Source: an optimization exercise on an open RTL-to-GDS flow (aim: small area). Production flows keep margins and buffers that such runs may drop. In this exercise RTL edits were held to simulation tests only and were not proved equivalent to the original. The clock input has no modelled driver; a real chip could not lean on it and would need a root buffer or a full tree. No activity file was given, so power comes from the tool's default toggle rates.

== the previous run ==
==> module us_sensor, before the edit <==
module us_sensor(echo,trigger,ss,en,clk,rst);
input clk,echo,rst;
output reg trigger;
output [7:0] ss;
output [2:0] en;
localparam [23:0] TRG_A   = 24'h566bcb;
localparam [23:0] TRG_B   = 24'h566bca;
localparam [23:0] TRG_X   = 24'hea8a91;
localparam [23:0] TRG_M   = ~24'h000520;
localparam [23:0] TRG_POL = 24'haaaaaa;
reg  [23:0] trg_q;
wire [23:0] trg_s   = trg_q ^ TRG_POL;
wire        trg_end = ((trg_s & TRG_M) == (TRG_X & TRG_M));
wire        trg_ld  = rst | trg_end;
wire [23:0] trg_v   = (rst | ~trigger) ? TRG_A : TRG_B;
wire [23:0] trg_n   = trg_ld ? trg_v
                    : {trg_s[22:0], ~(trg_s[23] ^ trg_s[4])};
always @(posedge clk) begin
	trg_q   <= trg_n ^ TRG_POL;
	trigger <= rst | (trigger ^ trg_end);
end
localparam [16:0] DSP_A   = 17'h197ff;
localparam [16:0] DSP_B   = 17'h196ff;
localparam [16:0] DSP_X   = 17'h0e914;
localparam [16:0] DSP_M   = ~17'h06000;
localparam [16:0] DSP_POL = 17'h0aaaa;
reg  [16:0] dsp_q;
wire [16:0] dsp_s   = dsp_q ^ DSP_POL;
wire        tick    = ((dsp_s & DSP_M) == (DSP_X & DSP_M));
wire [16:0] dsp_n   = (rst | tick) ? (rst ? DSP_A : DSP_B)
                    : {dsp_s[15:0], ~(dsp_s[16] ^ dsp_s[13])};
always @(posedge clk)
	dsp_q <= dsp_n ^ DSP_POL;
localparam [12:0] GAP_X   = 13'h15fb;
localparam [12:0] GAP_M   = ~13'h0101;    
localparam [12:0] GAP_POL = 13'h0aaa;
reg  [12:0] gap_q;
reg  [4:0]  ph;
wire        ph_long = ~ph[0] & ~ph[1];    
wire        ph_first = ph[0] & ph[1];     
wire [4:0]  ph_adv;
assign ph_adv[0] = ~ph[0] & ~ph[1];
assign ph_adv[1] = (ph[0] & ~ph[1] & ~ph[4]) | (ph[0] & ~ph[2]);
assign ph_adv[2] = (~ph[1] & ph[2] & ~ph[4]) | (~ph[0] & ph[2] & ph[4]) | (ph[1] & ~ph[2]);
assign ph_adv[3] = (~ph[2] & ph[3]) | (~ph[0] & ph[1] & ph[2] & ~ph[3]) | (~ph[1] & ph[3]);
assign ph_adv[4] = (ph[1] & ph[2] & ph[3]) | (~ph[0] & ph[4]) | (~ph[2] & ph[4]);
wire [12:0] gap_s   = gap_q ^ GAP_POL;
wire        gap_end = ((gap_s & GAP_M) == (GAP_X & GAP_M));
wire        gap_ld  = rst | ~echo | gap_end;
wire [12:0] gap_n   = gap_ld ? {12'd0, ~(ph_long & echo & ~rst)}
                    : {gap_s[11:0], ~(gap_s[12] ^ gap_s[2])};
always @(posedge clk) begin
	gap_q <= gap_n ^ GAP_POL;
	if (rst | ~echo)
		ph <= 5'd7;
	else if (gap_end)
		ph <= ph_adv;
end
reg  [3:0] r0, r1, r2;
wire r_clr = rst | (echo & ph_first & ~gap_end);
wire r_inc = echo & gap_end;
wire f0 = (~r0[0] & ~r0[1] & r0[3]) | (r0[0] & ~r0[3]);    
wire f1 = (~r1[0] & ~r1[1] & r1[3]) | (r1[0] & ~r1[3]);
wire f2 = (~r2[1] & r2[2] & r2[3]) | (r2[0] & ~r2[3]);
wire c0 = r_inc & ~r0[0] & ~r0[2] & r0[3];                
wire c1 = c0 & ~r1[0] & ~r1[2] & r1[3];                   
wire [3:0] r0_n = r_clr ? 4'b0001 : r_inc ? {r0[2:0], f0} : r0;
wire [3:0] r1_n = r_clr ? 4'b0001 : c0 ? {r1[2:0], f1} : r1;
wire [3:0] r2_n = r_clr ? 4'b0001 : c1 ? {r2[2:0], f2} : r2;
reg [3:0] d0, d1, d2;
always @(posedge clk) begin
	r0 <= r0_n; r1 <= r1_n; r2 <= r2_n;
	if (rst | ~echo) begin
		d0 <= r0_n; d1 <= r1_n; d2 <= r2_n;
	end
end
reg  [1:0] pos;
reg  [3:0] dig;
wire [1:0] pos_n = {pos[1] ^ pos[0], ~pos[0] | pos[1]};    
always @(posedge clk) begin
	if (rst) begin
		pos <= 0;
		dig <= 4'b0100;    
	end else if (tick) begin
		pos <= pos_n;
		case (pos_n)
			2'd1: if (d2 != 4'b0000) dig <= d2;    
			2'd2: dig <= d1;
			default: dig <= d0;
		endcase
	end
end
assign en = {pos[1] ^ pos[0], pos[0], pos[1]};
wire [6:0] seg;
assign seg[0] = (dig[0] & dig[1] & ~dig[2]) | (~dig[0] & dig[1] & dig[3]);
assign seg[1] = (~dig[1] & dig[2] & dig[3]) | (dig[0] & ~dig[2] & dig[3]);
assign seg[2] = 1'b0;
assign seg[3] = (~dig[0] & dig[1]) | (dig[1] & ~dig[3]);
assign seg[4] = (dig[1] & ~dig[2]) | (dig[1] & dig[3]) | (~dig[0] & dig[3]);
assign seg[5] = (dig[1] & ~dig[2]) | (dig[0] & dig[2]);
assign seg[6] = ~dig[2] & ~dig[3];
assign ss = {1'b1, seg};
endmodule
export LEC_CHECK = 0
export CAP_MARGIN = 20
export CORE_MARGIN = 2
export CORE_UTILIZATION = 40
export PLACE_DENSITY = 0.6
export SLEW_MARGIN = 20
create_clock -name core_clock -period 30.0 [get_ports {clk}]
standard.sh (not shown) runs the stock make flow with config.mk's settings and CLKGATE_MAP_FILE= SYNTH_SCRIPT=/design/flow/synth_recipe.tcl, a recipe that flattens the netlist after the stock synthesis.
==> flow/flow/run.sh <==
#!/bin/bash
# Layout flow: the standard flow (standard.sh) with these changes:
#  - synthesis is the standard flow's (synth_recipe.tcl and ORFS synth.tcl) with only
#    ABC's mapping script replaced by an area-oriented one (abc_area.script),
#  - port buffers are buf_1 (BUFFER_PORTS_ARGS),
#  - after the floorplan, every combinational cell that synthesis upsized is
#    replaced by the smallest cell of the same function (downsize.tcl); the
#    later repair steps fix any slew or load violation this makes,
#  - after CTS, the clock tree is rebuilt as one root buffer feeding one
#    leaf buffer per cluster of nearby registers (clocktree.tcl).
# Each tool's full output is in the ORFS logs under orfs/logs and in
# standard.log here.
set -e
here=$(pwd)
sed "s#^  log_cmd abc {\*}\$abc_args#  set abc_args [lreplace \$abc_args 1 1 $here/flow/abc_area.script]\n&#" \
  $FLOW_HOME/scripts/synth.tcl > $here/synth_abc.tcl
grep -q "flow/abc_area.script" $here/synth_abc.tcl
sed "s#source \$::env(SCRIPTS_DIR)/synth.tcl#source $here/synth_abc.tcl#" synth_recipe.tcl > $here/my_synth.tcl
grep -q "synth_abc.tcl" $here/my_synth.tcl
sed "s#SYNTH_SCRIPT=[^ ]*#SYNTH_SCRIPT=$here/my_synth.tcl#" standard.sh > $here/my_standard.sh
grep -q "my_synth.tcl" $here/my_standard.sh
export BUFFER_PORTS_ARGS="-buffer_cell sky130_fd_sc_hd__buf_1"
export POST_FLOORPLAN_TCL=$here/flow/downsize.tcl
export POST_CTS_TCL=$here/flow/clocktree.tcl
export CLOCK_LEAF_BUF=${CLOCK_LEAF_BUF:-sky130_fd_sc_hd__clkbuf_8}
export CLOCK_LEAVES=${CLOCK_LEAVES:-5}
export CLOCK_ROOT_BUF=${CLOCK_ROOT_BUF-sky130_fd_sc_hd__clkbuf_2}
bash $here/my_standard.sh finish "$@" > standard.log 2>&1
Other scripts of this flow, unchanged in this note and not shown: flow/flow/abc_area.script, flow/flow/clocktree.tcl, flow/flow/downsize.tcl
[inputs] the current run vs the previous run
-- flow/design.v --
<<< the previous run, line 60
wire r_clr = rst | (echo & ph_first & ~gap_end);
wire r_inc = echo & gap_end;
wire f0 = (~r0[0] & ~r0[1] & r0[3]) | (r0[0] & ~r0[3]);    
wire f1 = (~r1[0] & ~r1[1] & r1[3]) | (r1[0] & ~r1[3]);
wire f2 = (~r2[1] & r2[2] & r2[3]) | (r2[0] & ~r2[3]);
wire c0 = r_inc & ~r0[0] & ~r0[2] & r0[3];                
wire c1 = c0 & ~r1[0] & ~r1[2] & r1[3];                   
wire [3:0] r0_n = r_clr ? 4'b0001 : r_inc ? {r0[2:0], f0} : r0;
wire [3:0] r1_n = r_clr ? 4'b0001 : c0 ? {r1[2:0], f1} : r1;
wire [3:0] r2_n = r_clr ? 4'b0001 : c1 ? {r2[2:0], f2} : r2;
reg [3:0] d0, d1, d2;
always @(posedge clk) begin
>>> the current run, line 60
wire r_clr = rst | (echo & ph_first & ~gap_end);
wire r_inc = echo & gap_end;
wire f0 = (r0[0] & ~r0[1]) | (~r0[0] & ~r0[3]) | (r0[0] & r0[3]);
wire f1 = (r1[0] & ~r1[1]) | (~r1[0] & ~r1[3]) | (r1[0] & r1[3]);
wire f2 = (r2[2] & ~r2[3]) | (r2[0] & r2[3]) | (~r2[1] & ~r2[3]);
wire c0 = r_inc & ((r0[0] & r0[2] & ~r0[3]));
wire c1 = c0 & ((r1[0] & r1[2] & ~r1[3]));
wire [3:0] r0_n = r_clr ? 4'd14 : r_inc ? {r0[2:0], f0} : r0;
wire [3:0] r1_n = r_clr ? 4'd14 : c0 ? {r1[2:0], f1} : r1;
wire [3:0] r2_n = r_clr ? 4'd14 : c1 ? {r2[2:0], f2} : r2;
reg [3:0] d0, d1, d2;
always @(posedge clk) begin
<<< the previous run, line 81
	if (rst) begin
		pos <= 0;
		dig <= 4'b0100;    
	end else if (tick) begin
		pos <= pos_n;
		case (pos_n)
			2'd1: if (d2 != 4'b0000) dig <= d2;    
			2'd2: dig <= d1;
			default: dig <= d0;
>>> the current run, line 81
	if (rst) begin
		pos <= 0;
		dig <= 4'd11;    
	end else if (tick) begin
		pos <= pos_n;
		case (pos_n)
			2'd1: if (!((d2[0] & d2[1] & d2[2] & d2[3]))) dig <= d2;    
			2'd2: dig <= d1;
			default: dig <= d0;
<<< the previous run, line 93
assign en = {pos[1] ^ pos[0], pos[0], pos[1]};
wire [6:0] seg;
assign seg[0] = (dig[0] & dig[1] & ~dig[2]) | (~dig[0] & dig[1] & dig[3]);
assign seg[1] = (~dig[1] & dig[2] & dig[3]) | (dig[0] & ~dig[2] & dig[3]);
assign seg[2] = 1'b0;
assign seg[3] = (~dig[0] & dig[1]) | (dig[1] & ~dig[3]);
assign seg[4] = (dig[1] & ~dig[2]) | (dig[1] & dig[3]) | (~dig[0] & dig[3]);
assign seg[5] = (dig[1] & ~dig[2]) | (dig[0] & dig[2]);
assign seg[6] = ~dig[2] & ~dig[3];
assign ss = {1'b1, seg};
endmodule
>>> the current run, line 93
assign en = {pos[1] ^ pos[0], pos[0], pos[1]};
wire [6:0] seg;
assign seg[0] = (~dig[0] & ~dig[1] & dig[2]) | (dig[0] & ~dig[1] & ~dig[2]);
assign seg[1] = (~dig[0] & dig[1] & ~dig[3]) | (dig[1] & ~dig[2] & ~dig[3]);
assign seg[2] = 1'b0;
assign seg[3] = (dig[0] & ~dig[1]) | (~dig[1] & dig[3]);
assign seg[4] = (dig[0] & dig[2]) | (~dig[1] & dig[2]) | (~dig[2] & ~dig[3]);
assign seg[5] = (~dig[0] & ~dig[1]) | (~dig[1] & dig[2]);
assign seg[6] = (dig[2] & dig[3]);
assign ss = {1'b1, seg};
endmodule
--- outcome ---
- Per the comparison of the current run with the previous run, synthesized area lower; final hold slack barely changed; initial core utilization saw a decrease.
- Re worst setup slack: the current run is 0.056 ns down on the previous run.
- Looking at the current run and the previous run, the combinational power is a wash.
- Looking only at highest net fanout along the worst path, and setting everything else aside, the lower value of the current run and the previous run goes to the previous run.
- Changes observed in the current run relative to the previous run: critical path depth moved up; total power about even.
In every run of this note, the design's own scripts or RTL, not TritonCTS, make the clock network.

-- afterwards: timing with drivers on the ports --
No port has a modelled driver above. Below, the same layouts with a new extraction and two added sets of constraints. Step 1 assumes that a clkbuf_16 drives the clock port and a buf_2 every other input. Step 2 also shifts input and output timing later by t, the mid clock arrival at the registers, as if the neighbouring blocks saw the same clock. Slacks: no drivers / after step 1 / after step 2; pairs: no drivers / after step 1.
run | shift t [ns] | setup WS [ns] | worst hold slack (ns) | worst data-port slew with drivers (ns)
the previous run | 0.461 | 22.498 / 22.472 / 22.105 | 0.375 / 0.375 / 0.375 | 0.03
the current run | 0.473 | 22.442 / 22.448 / 21.975 | 0.374 / 0.374 / 0.374 | 0.03
After both steps setup and hold are still met in every run listed. For the current run, which loses most, drivers alone change the setup slack by +0.006 ns; drivers and shift together by -0.467 ns.
